Source: an optimization exercise on an open RTL-to-GDS flow (aim: small area, a short achievable clock period and few clock cycles). Production flows keep margins and buffers that such runs may drop.
Only simulation tests tie the RTL to the original design; equivalence was not proved.
Power is estimated from default activity; no workload was simulated.

===== flow/run.sh =====
#!/bin/bash
# synth_recipe.tcl (not shown) runs the flow's synth.tcl, then flattens the netlist and writes it again
# the make line also repeats each setting of config.mk as NAME=value (left out here)
make -C /OpenROAD-flow-scripts/flow DESIGN_CONFIG=/design/flow/config.mk WORK_HOME=/design/flow/orfs CLKGATE_MAP_FILE= SYNTH_SCRIPT=/design/flow/synth_recipe.tcl finish

===== flow/config.mk =====
export PLATFORM = sky130hd
export DESIGN_NAME = fixed_point_alu
export DESIGN_NICKNAME = fixed_point_alu
export VERILOG_FILES = /design/flow/design.v
export SDC_FILE = /design/flow/constraint.sdc
export NUM_CORES = 4
export LEC_CHECK = 0
export CAP_MARGIN = 20
export CORE_MARGIN = 2
export CORE_UTILIZATION = 40
export SLEW_MARGIN = 20

===== flow/constraint.sdc =====
create_clock -name core_clock -period 7.0 [get_ports {clk}]
set_input_delay 1.4000 -clock core_clock [delete_from_list [all_inputs] [get_ports {clk}]]
set_output_delay 1.4000 -clock core_clock [all_outputs]
set_load 0.01 [all_outputs]

===== flow/design.v =====
module fixed_point_add (
    a,
    b,
    result
);
parameter INTEGER_PART_WIDTH    = 8;
parameter FRACTIONAL_PART_WIDTH = 8;
localparam NUMBER_WIDTH = INTEGER_PART_WIDTH + FRACTIONAL_PART_WIDTH;
localparam MAX_POSITIVE_NUMBER = 2 ** (NUMBER_WIDTH - 1) - 1;
localparam MIN_NEGATIVE_NUMBER = -MAX_POSITIVE_NUMBER - 1;
input signed [NUMBER_WIDTH - 1:0] a;
input signed [NUMBER_WIDTH - 1:0] b;
output reg signed [NUMBER_WIDTH - 1:0] result;
wire signed [NUMBER_WIDTH - 1:0] result_with_overflow;
assign result_with_overflow = a + b;
always @(*) begin
    if (a >= 0 && b >= 0 && result_with_overflow < 0) begin
        result = MAX_POSITIVE_NUMBER;
    end else if (a < 0 && b < 0 && result_with_overflow >= 0) begin
        result = MIN_NEGATIVE_NUMBER;
    end else begin
        result = result_with_overflow;
    end
end
endmodule
module fixed_point_sub (
    a,
    b,
    result
);
parameter INTEGER_PART_WIDTH    = 8;
parameter FRACTIONAL_PART_WIDTH = 8;
localparam NUMBER_WIDTH = INTEGER_PART_WIDTH + FRACTIONAL_PART_WIDTH;
localparam MAX_POSITIVE_NUMBER = 2 ** (NUMBER_WIDTH - 1) - 1;
localparam MIN_NEGATIVE_NUMBER = -MAX_POSITIVE_NUMBER - 1;
input signed [NUMBER_WIDTH - 1:0] a;
input signed [NUMBER_WIDTH - 1:0] b;
output reg signed [NUMBER_WIDTH - 1:0] result;
wire signed [NUMBER_WIDTH:0] result_with_overflow;
assign result_with_overflow = a - b;
always @(*) begin
    if      (result_with_overflow < MIN_NEGATIVE_NUMBER) result = MIN_NEGATIVE_NUMBER;
    else if (result_with_overflow > MAX_POSITIVE_NUMBER) result = MAX_POSITIVE_NUMBER;
    else                                                 result = result_with_overflow;
end
endmodule
module fixed_point_mul (
    clk,
    rst,
    start,
    done,
    a,
    b,
    result
);
parameter INTEGER_PART_WIDTH    = 8;
parameter FRACTIONAL_PART_WIDTH = 8;
localparam NUMBER_WIDTH = INTEGER_PART_WIDTH + FRACTIONAL_PART_WIDTH;
localparam MAX_POSITIVE_NUMBER = 2 ** (NUMBER_WIDTH - 1) - 1;
localparam MIN_NEGATIVE_NUMBER = -MAX_POSITIVE_NUMBER - 1;
localparam COUNTER_WIDTH = $clog2(NUMBER_WIDTH);
input clk;
input rst;
input      start;
output reg done;
input signed [NUMBER_WIDTH - 1:0] a;
input signed [NUMBER_WIDTH - 1:0] b;
output reg signed [NUMBER_WIDTH - 1:0] result;
reg [NUMBER_WIDTH:0] a_abs_reg;
reg [NUMBER_WIDTH:0] b_abs_reg;
reg                  result_sign;  
reg [2 * NUMBER_WIDTH:0] full_precision_result_abs;
reg [COUNTER_WIDTH - 1:0] counter;
wire [2 * NUMBER_WIDTH - FRACTIONAL_PART_WIDTH:0] full_precision_result_abs_rounded = full_precision_result_abs[2 * NUMBER_WIDTH:FRACTIONAL_PART_WIDTH] + full_precision_result_abs[FRACTIONAL_PART_WIDTH - 1];
always @(*) begin
    if (result_sign) begin
        if (full_precision_result_abs_rounded > -MIN_NEGATIVE_NUMBER) begin
            result = MIN_NEGATIVE_NUMBER;
        end else begin
            result = -full_precision_result_abs_rounded;
        end
    end else begin
        if (full_precision_result_abs_rounded > MAX_POSITIVE_NUMBER) begin
            result = MAX_POSITIVE_NUMBER;
        end else begin
            result = full_precision_result_abs_rounded;
        end
    end
end
always @(posedge clk) begin
    if (rst)                              done <= 1;
    else if (done)                        done <= !start;
    else if (counter == NUMBER_WIDTH - 1) done <= 1;
end
always @(posedge clk) begin
    if (done && start) begin
        a_abs_reg <= (a < 0) ? -a : a;
    end
end
always @(posedge clk) begin
    if (done && start) begin
        b_abs_reg <= (b < 0) ? -b : b;
    end
end
always @(posedge clk) begin
    if (done && start) result_sign <= (a < 0) ^ (b < 0);
end
always @(posedge clk) begin
    if (done) begin
        if (start) begin
            full_precision_result_abs <= {(2 * NUMBER_WIDTH + 1){1'b0}};
        end
    end else if (b_abs_reg[counter]) begin
        full_precision_result_abs <= full_precision_result_abs + (a_abs_reg << counter);
    end
end
always @(posedge clk) begin
    if (rst) counter <= 0;
    else if (!done) begin
        if (counter == NUMBER_WIDTH - 1) counter <= 0;
        else                             counter <= counter + 1;
    end
end
endmodule
module fixed_point_div (
    clk,
    rst,
    start,
    done,
    a,
    b,
    result
);
parameter INTEGER_PART_WIDTH    = 8;
parameter FRACTIONAL_PART_WIDTH = 8;
localparam NUMBER_WIDTH = INTEGER_PART_WIDTH + FRACTIONAL_PART_WIDTH;
localparam MAX_POSITIVE_NUMBER = 2 ** (NUMBER_WIDTH - 1) - 1;
localparam MIN_NEGATIVE_NUMBER = -MAX_POSITIVE_NUMBER - 1;
localparam COUNTER_WIDTH = $clog2(NUMBER_WIDTH + FRACTIONAL_PART_WIDTH + 1);
input clk;
input rst;
input      start;
output reg done;
input signed [NUMBER_WIDTH - 1:0] a;
input signed [NUMBER_WIDTH - 1:0] b;
output reg signed [NUMBER_WIDTH - 1:0] result;
reg [NUMBER_WIDTH + FRACTIONAL_PART_WIDTH:0] a_abs_reg;
reg [NUMBER_WIDTH:0]                         b_abs_reg;
reg                                          result_sign;  
reg [NUMBER_WIDTH + FRACTIONAL_PART_WIDTH:0] quotient, next_quotient;
reg [NUMBER_WIDTH + FRACTIONAL_PART_WIDTH:0] remainder, next_remainder;
reg [COUNTER_WIDTH - 1:0] counter;
always @(*) begin
    if (result_sign) begin
        if (quotient > -MIN_NEGATIVE_NUMBER) result = MIN_NEGATIVE_NUMBER;
        else                                 result = -quotient;
    end else begin
        if (quotient > MAX_POSITIVE_NUMBER) result = MAX_POSITIVE_NUMBER;
        else                                result = quotient;
    end
end
always @(*) begin
    next_quotient  = quotient;
    next_remainder = remainder;
    if (done) begin
        if (start) begin
            next_quotient  = {(NUMBER_WIDTH + FRACTIONAL_PART_WIDTH){1'b0}};
            next_remainder = {(NUMBER_WIDTH + FRACTIONAL_PART_WIDTH){1'b0}};
        end
    end else begin
        next_remainder = {next_remainder, a_abs_reg[counter]};
        if (next_remainder >= b_abs_reg) begin
            next_quotient[counter] = 1;
            next_remainder         = next_remainder - b_abs_reg;
        end
    end
end
always @(posedge clk) begin
    if (rst)               done <= 1;
    else if (done)         done <= !start;
    else if (counter == 0) done <= 1;
end
always @(posedge clk) begin
    if (done && start) begin
        a_abs_reg <= ((a < 0) ? -a : a) << FRACTIONAL_PART_WIDTH;
    end
end
always @(posedge clk) begin
    if (done && start) begin
        b_abs_reg <= (b < 0) ? -b : b;
    end
end
always @(posedge clk) begin
    if (done && start) result_sign <= (a < 0) ^ (b < 0);
end
always @(posedge clk) begin
    quotient <= next_quotient;
end
always @(posedge clk) begin
    remainder <= next_remainder;
end
always @(posedge clk) begin
    if (rst) counter <= NUMBER_WIDTH + FRACTIONAL_PART_WIDTH;
    else if (!done) begin
        if (counter == 0) counter <= NUMBER_WIDTH + FRACTIONAL_PART_WIDTH;
        else              counter <= counter - 1;
    end
end
endmodule
module fixed_point_pow (
    clk,
    rst,
    start,
    done,
    a,
    b,
    result
);
parameter INTEGER_PART_WIDTH    = 8;
parameter FRACTIONAL_PART_WIDTH = 8;
localparam NUMBER_WIDTH = INTEGER_PART_WIDTH + FRACTIONAL_PART_WIDTH;
localparam STATE_READY            = 0;
localparam STATE_CHECK_POWER_ZERO = 1;
localparam STATE_START_MUL        = 2;
localparam STATE_WAIT_MUL         = 3;
input clk;
input rst;
input  start;
output done;
input signed [NUMBER_WIDTH - 1:0] a;
input signed [NUMBER_WIDTH - 1:0] b;
output reg signed [NUMBER_WIDTH - 1:0] result;
reg signed [NUMBER_WIDTH - 1:0]       value;
reg        [INTEGER_PART_WIDTH - 1:0] power;
reg [1:0] state;
wire                             result_mul_start = (state == STATE_START_MUL);
wire                             result_mul_done;
wire signed [NUMBER_WIDTH - 1:0] result_mul_a     = result;
wire signed [NUMBER_WIDTH - 1:0] result_mul_b     = value;
wire signed [NUMBER_WIDTH - 1:0] result_mul_result;
assign done = (state == STATE_READY);
fixed_point_mul #(
    .INTEGER_PART_WIDTH    (INTEGER_PART_WIDTH),
    .FRACTIONAL_PART_WIDTH (FRACTIONAL_PART_WIDTH)
) result_mul (
    .clk    (clk),
    .rst    (rst),
    .start  (result_mul_start),
    .done   (result_mul_done),
    .a      (result_mul_a),
    .b      (result_mul_b),
    .result (result_mul_result)
);
always @(posedge clk) begin
    if (rst) state <= STATE_READY;
    else case (state)
        STATE_READY:            state <= start ? STATE_CHECK_POWER_ZERO : STATE_READY;
        STATE_CHECK_POWER_ZERO: state <= (power == 0) ? STATE_READY : STATE_START_MUL;
        STATE_START_MUL:        state <= STATE_WAIT_MUL;
        STATE_WAIT_MUL:         state <= result_mul_done ? STATE_CHECK_POWER_ZERO : STATE_WAIT_MUL;
    endcase
end
always @(posedge clk) begin
    case (state)
        STATE_READY: begin
            if (start) begin
                value <= a;
            end
        end
    endcase
end
always @(posedge clk) begin
    case (state)
        STATE_READY: begin
            if (start) begin
                power <= b[NUMBER_WIDTH - 1-:INTEGER_PART_WIDTH];
            end
        end
        STATE_START_MUL: begin
            power <= power - 1;
        end
    endcase
end
always @(posedge clk) begin
    case (state)
        STATE_READY: begin
            if (start) begin
                result <= 1 << FRACTIONAL_PART_WIDTH;
            end
        end
        STATE_WAIT_MUL: begin
            if (result_mul_done) begin
                result <= result_mul_result;
            end
        end
    endcase
end
endmodule
module fixed_point_alu (
    clk,
    rst,
    start,
    done,
    op,
    a,
    b,
    result
);
parameter INTEGER_PART_WIDTH    = 11;
parameter FRACTIONAL_PART_WIDTH = 8;
localparam NUMBER_WIDTH = INTEGER_PART_WIDTH + FRACTIONAL_PART_WIDTH;
localparam OP_ADD = 3'b000;
localparam OP_SUB = 3'b001;
localparam OP_MUL = 3'b010;
localparam OP_DIV = 3'b011;
localparam OP_POW = 3'b100;
localparam STATE_READY     = 0;
localparam STATE_ADD       = 1;
localparam STATE_SUB       = 2;
localparam STATE_MUL_START = 3;
localparam STATE_MUL_WAIT  = 4;
localparam STATE_DIV_START = 5;
localparam STATE_DIV_WAIT  = 6;
localparam STATE_POW_START = 7;
localparam STATE_POW_WAIT  = 8;
input clk;
input rst;
input  start;
output done;
input [2:0] op;
input signed [NUMBER_WIDTH - 1:0] a;
input signed [NUMBER_WIDTH - 1:0] b;
output reg signed [NUMBER_WIDTH - 1:0] result;
wire signed [NUMBER_WIDTH - 1:0] fixed_point_add_result;
wire signed [NUMBER_WIDTH - 1:0] fixed_point_sub_result;
wire                             fixed_point_mul_start;
wire                             fixed_point_mul_done;
wire signed [NUMBER_WIDTH - 1:0] fixed_point_mul_result;
wire                             fixed_point_div_start;
wire                             fixed_point_div_done;
wire signed [NUMBER_WIDTH - 1:0] fixed_point_div_result;
wire                             fixed_point_pow_start;
wire                             fixed_point_pow_done;
wire signed [NUMBER_WIDTH - 1:0] fixed_point_pow_result;
reg [3:0] state;
assign done = (state == STATE_READY);
assign fixed_point_mul_start = (state == STATE_MUL_START);
assign fixed_point_div_start = (state == STATE_DIV_START);
assign fixed_point_pow_start = (state == STATE_POW_START);
fixed_point_add #(
    .INTEGER_PART_WIDTH    (INTEGER_PART_WIDTH),
    .FRACTIONAL_PART_WIDTH (FRACTIONAL_PART_WIDTH)
) fixed_point_add (
    .a      (a),
    .b      (b),
    .result (fixed_point_add_result)
);
fixed_point_sub #(
    .INTEGER_PART_WIDTH    (INTEGER_PART_WIDTH),
    .FRACTIONAL_PART_WIDTH (FRACTIONAL_PART_WIDTH)
) fixed_point_sub (
    .a      (a),
    .b      (b),
    .result (fixed_point_sub_result)
);
fixed_point_mul #(
    .INTEGER_PART_WIDTH    (INTEGER_PART_WIDTH),
    .FRACTIONAL_PART_WIDTH (FRACTIONAL_PART_WIDTH)
) fixed_point_mul (
    .clk    (clk),
    .rst    (rst),
    .start  (fixed_point_mul_start),
    .done   (fixed_point_mul_done),
    .a      (a),
    .b      (b),
    .result (fixed_point_mul_result)
);
fixed_point_div #(
    .INTEGER_PART_WIDTH    (INTEGER_PART_WIDTH),
    .FRACTIONAL_PART_WIDTH (FRACTIONAL_PART_WIDTH)
) fixed_point_div (
    .clk    (clk),
    .rst    (rst),
    .start  (fixed_point_div_start),
    .done   (fixed_point_div_done),
    .a      (a),
    .b      (b),
    .result (fixed_point_div_result)
);
fixed_point_pow #(
    .INTEGER_PART_WIDTH    (INTEGER_PART_WIDTH),
    .FRACTIONAL_PART_WIDTH (FRACTIONAL_PART_WIDTH)
) fixed_point_pow (
    .clk    (clk),
    .rst    (rst),
    .start  (fixed_point_pow_start),
    .done   (fixed_point_pow_done),
    .a      (a),
    .b      (b),
    .result (fixed_point_pow_result)
);
always @(posedge clk) begin
    if (rst) state <= STATE_READY;
    else case (state)
        STATE_READY: begin
            if (start) begin
                case (op)
                    OP_ADD: state <= STATE_ADD;
                    OP_SUB: state <= STATE_SUB;
                    OP_MUL: state <= STATE_MUL_START;
                    OP_DIV: state <= STATE_DIV_START;
                    OP_POW: state <= STATE_POW_START;
                endcase
            end
        end
        STATE_ADD, STATE_SUB: state <= STATE_READY;
        STATE_MUL_START: state <= STATE_MUL_WAIT;
        STATE_MUL_WAIT: if (fixed_point_mul_done) state <= STATE_READY;
        STATE_DIV_START: state <= STATE_DIV_WAIT;
        STATE_DIV_WAIT: if (fixed_point_div_done) state <= STATE_READY;
        STATE_POW_START: state <= STATE_POW_WAIT;
        STATE_POW_WAIT: if (fixed_point_pow_done) state <= STATE_READY;
    endcase
end
always @(posedge clk) begin
    if (rst) result <= 0;
    else case (state)
        STATE_ADD:                                result <= fixed_point_add_result;
        STATE_SUB:                                result <= fixed_point_sub_result;
        STATE_MUL_WAIT: if (fixed_point_mul_done) result <= fixed_point_mul_result;
        STATE_DIV_WAIT: if (fixed_point_div_done) result <= fixed_point_div_result;
        STATE_POW_WAIT: if (fixed_point_pow_done) result <= fixed_point_pow_result;
    endcase
end
endmodule

==> run notes <==
stage by stage:
stage	worst slack (ns)	total power [W]	hold WS, ns	cell area (sq um)	util (%)
4_1_cts	1.64	0.00659	0.539	30800	44.7
6_report	1.62	0.00656	0.528	30800	44.8
3_3_place_gp	1.51	0.00424	0.529	29300	42.6
2_1_floorplan	1.78	0.00367	0.453	27900	-
3_5_place_dp	1.50	0.00424	0.530	29300	42.6
5_1_grt	1.10	0.00686	0.543	30800	44.8
final cells by class:
| type | count | share of cell area (%) |
|---|---|---|
| clock buffer | 63 | 4.03 |
| tap | 931 | 3.78 |
| multi-input combinational | 2513 | 54.5 |
| clock inverter | 17 | 0.747 |
| inverter | 135 | 1.64 |
| timing repair buffer | 91 | 2.79 |
| sequential | 348 | 32.5 |
tightest hold or removal path: stages, from the launching register on:
cell,delay [ns]
dfxtp_1,0.32
nor2_1,0.10
a211oi_1,0.05
where the power goes:
part / internal, W / total [W] / switching, W
Sequential: 0.00242 / 0.00260 / 0.000178
Clock: 0.00142 / 0.00233 / 0.000915
Combinational: 0.000635 / 0.00163 / 0.000996
Total: 0.00447 / 0.00656 / 0.00209
logic make-up after synthesis:
kind of cell,after synthesis
compound gates,877
xor+xnor,255
fa+ha+maj,161
buf+inv,287
flops,348
mux,103
other cells,1
simple gates,1111
metal layers:
layer  share of wire [%]  vias to the layer above
met5               0.014                        -
met4                 3.6                        2
met3                 5.4                      145
met2                  47                      744
met1                  44                    11300
li1                    -                    11700
worst max-delay path by stage:
stage / start / end / slack [ns]
after floorplan: fixed_point_mul.counter[1] / fixed_point_mul.full_precision_result_abs[0] / 1.78
after CTS: fixed_point_mul.counter[0] / fixed_point_mul.full_precision_result_abs[35] / 1.64
after global placement: a[1] / result[16] / 1.51
after global routing: fixed_point_mul.counter[0] / fixed_point_mul.full_precision_result_abs[35] / 1.10
final: fixed_point_mul.counter[0] / fixed_point_mul.full_precision_result_abs[35] / 1.62
after detailed placement: b[10] / result[1] / 1.50
cells in the final DEF (no fill, tap or decap), types with 60 or more instances in the layout:
cell / synthesis / layout
o21ai_0: 210 / 210
a21oi_1: 229 / 228
xnor2_1: 167 / 167
mux2i_1: 61 / 61
xor2_1: 88 / 88
clkdlybuf4s50_1: 0 / 63
edfxtp_1: 305 / 305
inv_1: 132 / 132
ha_1: 156 / 156
nand2_1: 277 / 277
nor2_1: 336 / 334
nand3_1: 65 / 65
nor3_1: 98 / 97
a21o_1: 60 / 60
==> impl_results.md <==
- Largest family of logic cells by synthesized area: compound AO/OA/AOI/OAI gates
- DRC: 0
- Crit path cell chain: inv_1 -> a21oi_1 -> mux2i_1 -> o22a_1 -> nor2_1 -> ha_1 -> a21oi_1 -> a21oi_1 -> a311o_1 -> o211a_1 -> a31o_2 -> a2111oi_0 -> o311ai_0 -> a31oi_1 -> xor2_1 -> nor2_1
- Antenna cells: 0
- Detailed placer's ending HPWL: approximately 66 mm
- Final Hold Fails: 0
- Die footprint: roughly 72000 sq um
- Peak VDD IR: around 0.19 mV
- Placed Cells: 4017
- Io pins: 64
- Post-Synth Simple-Gate Area: 19.4%
- Netlist cell types: slightly above 90
- Initial core utilization: roughly two fifths
- Met2 global-route usage: approximately 39%
- Reg2reg path depth: 16
- Clk pin slew, worst setup/hold paths: 0.06 ns
- Critical path start-end classification: flip-flop to flip-flop
- Antenna violations before repair: 3
- Grt peak-use layer: met2
- Worst slew margin: between 20% and 30%
- First-pass GRT wire length: between 100 and 150 mm
- GPL Wtd Cong: around 0.93
- Hold Crit Start: result[18]
- Setup TNS: 0 ns
- Adder-cell area share of the yosys netlist: around 7.4%
- Post-Syn Area: 27900 sq um
- Finished Layout Cells: ~4000
- Buf/Inv on CP: 1
- Gr usage total: a little under a quarter
- Worst Tran Pin Value: 1.04 ns
- CTS Root Cell: clkbuf_16
- Worst Hold Depth: 2
- Post-Synth XOR/XNOR Area: roughly 8.0%
- CTS sink cnt: approximately 350
- Pre-Repair DR Iteration Count: 5
- Mux share of post-synthesis cell area: 4.94%
- Number of max-cap violations: 0
- Die width: 268 um
- Initial DRC count: 1884
- Overflow after GRT: 0
- Vias in the first global route: 22300
- Fraction of registers with async set/reset: 0%
- Syn Area/Cell: 8.87 sq um
- Synth top area share: between 30% and 40%
- PwrDens: approximately 210 nW/um^2
- Critical-path top delay cell: dfxtp_1
- Worst-case clock buffer depth: 3
- EDFF count, synth: around 310
- LEAKAGE: 11.2 nW
- ANT nets after route: 0
- Area leader, netlist: edfxtp_1
- Predominant post-synthesis flop cell: edfxtp_1
- Crit-path most repeated cell: a21oi_1
- Final nets: between 3000 and 4000
- Compound-gate portion of the synthesized area: between 20 and 25%
- Vert. Die Dim: between 200 and 300 um
- Reg2reg setup slack: between 1.5 and 2 ns
- Vias: about 24000
- Met3 usage: roughly 2.5%
- Skew-Pair Late Insertion Delay: 0.59 ns
- CP endpoint kind: flip-flop
- Post-CTS setup buffers: 0
- Hold endpoint: result[18]
- CTS Buf Count: 43
- IO buf count: 63
- Crit share post-route: about 77%
- Multi-input gate area: 16800 sq um
- Most common cell in the synthesized netlist: nor2_1
- Vias per cell: slightly below 6
- Sequential Area: 10000 sq um
- Min Clock Period, post-route: approximately 5.4 ns
- Hold Buf Count CTS: 0
- WL/cell: 20.9 um
- Post_cts resized: 0
- FILL cells: 6736
- Max Transition Viols Final: 0
- Synthesis Warnings: 6
- CP Max Fanout: 21
- WP data required: between 7 and 8 ns
- Largest net degree at the start of global routing: 71
- Hold crit path type: flip-flop to flip-flop
- Worst r2r src: fixed_point_mul.counter[0]
- Core box area: just under 70000 sq um
- Max Freq: 186 MHz
- Top cells by count, synth: 336 x nor2_1, 305 x edfxtp_1, 277 x nand2_1
- Crit path largest cell delay: ~0.9 ns
- Number of setup violations in the final report: 0
- Unrepaired setup endpoints after global routing: no
- Worst setup SP type: flip-flop
- Layout cell share with drive strength beyond 1: roughly 6.2%
- H-tree depth: 2
- Largest registers: fixed_point_mul.full_precision_result_abs x39, fixed_point_pow.result_mul.full_precision_result_abs x39, fixed_point_div.quotient x28
- Global-route met1 utilization: 31.3%
- Outcome: no timing/DRC/antenna violations
- CTS tree: done
- CP Data Arrival Time: ~5.7 ns
- Cells after Synth: ~3100
- Worst clock skew: roughly 0.024 ns
- Drt total wl: ~85 mm
- Sequential area share after synthesis: a little over a third
- Crit. path cell count: 16
- R2r endpoint: fixed_point_mul.full_precision_result_abs[35]
- Flops & latches, synth: ~350
- Crit-path leading delay family: compound AO/OA/AOI/OAI gates
- Syn-to-layout area delta: 10.5%
- Site row count: 96
- Ranking of synthesized cells by area: edfxtp_1 33%, ha_1 7.0%, xnor2_1 5.2%
Testbench counts, summed over its fixed seeds: cycles 258,645.

-- static timing again, ports no longer ideal --
How much do the figures lean on ideal ports? The routed layout below was timed once more, with nothing changed but the port constraints. Step 1: set_driving_cell puts a clkbuf_16 on clk and a buf_2 on each other input, an assumption about the parent block. Step 2 moves the port delays by t, midway between the first and last clock arrival at a register: inputs arrive t later, outputs are due t later. That takes back most of the time a late clock gives input paths. a / b / c = ideal / step 1 / step 2; a / b = the first two.
shift t [ns]: 0.636
setup slack, ns: 1.619 / 1.619 / 1.345
pins driven straight from the clock port: 1
After both steps this run still meets setup and hold. For this run, drivers alone change the setup slack by 0.000 ns; drivers and shift together by -0.274 ns.
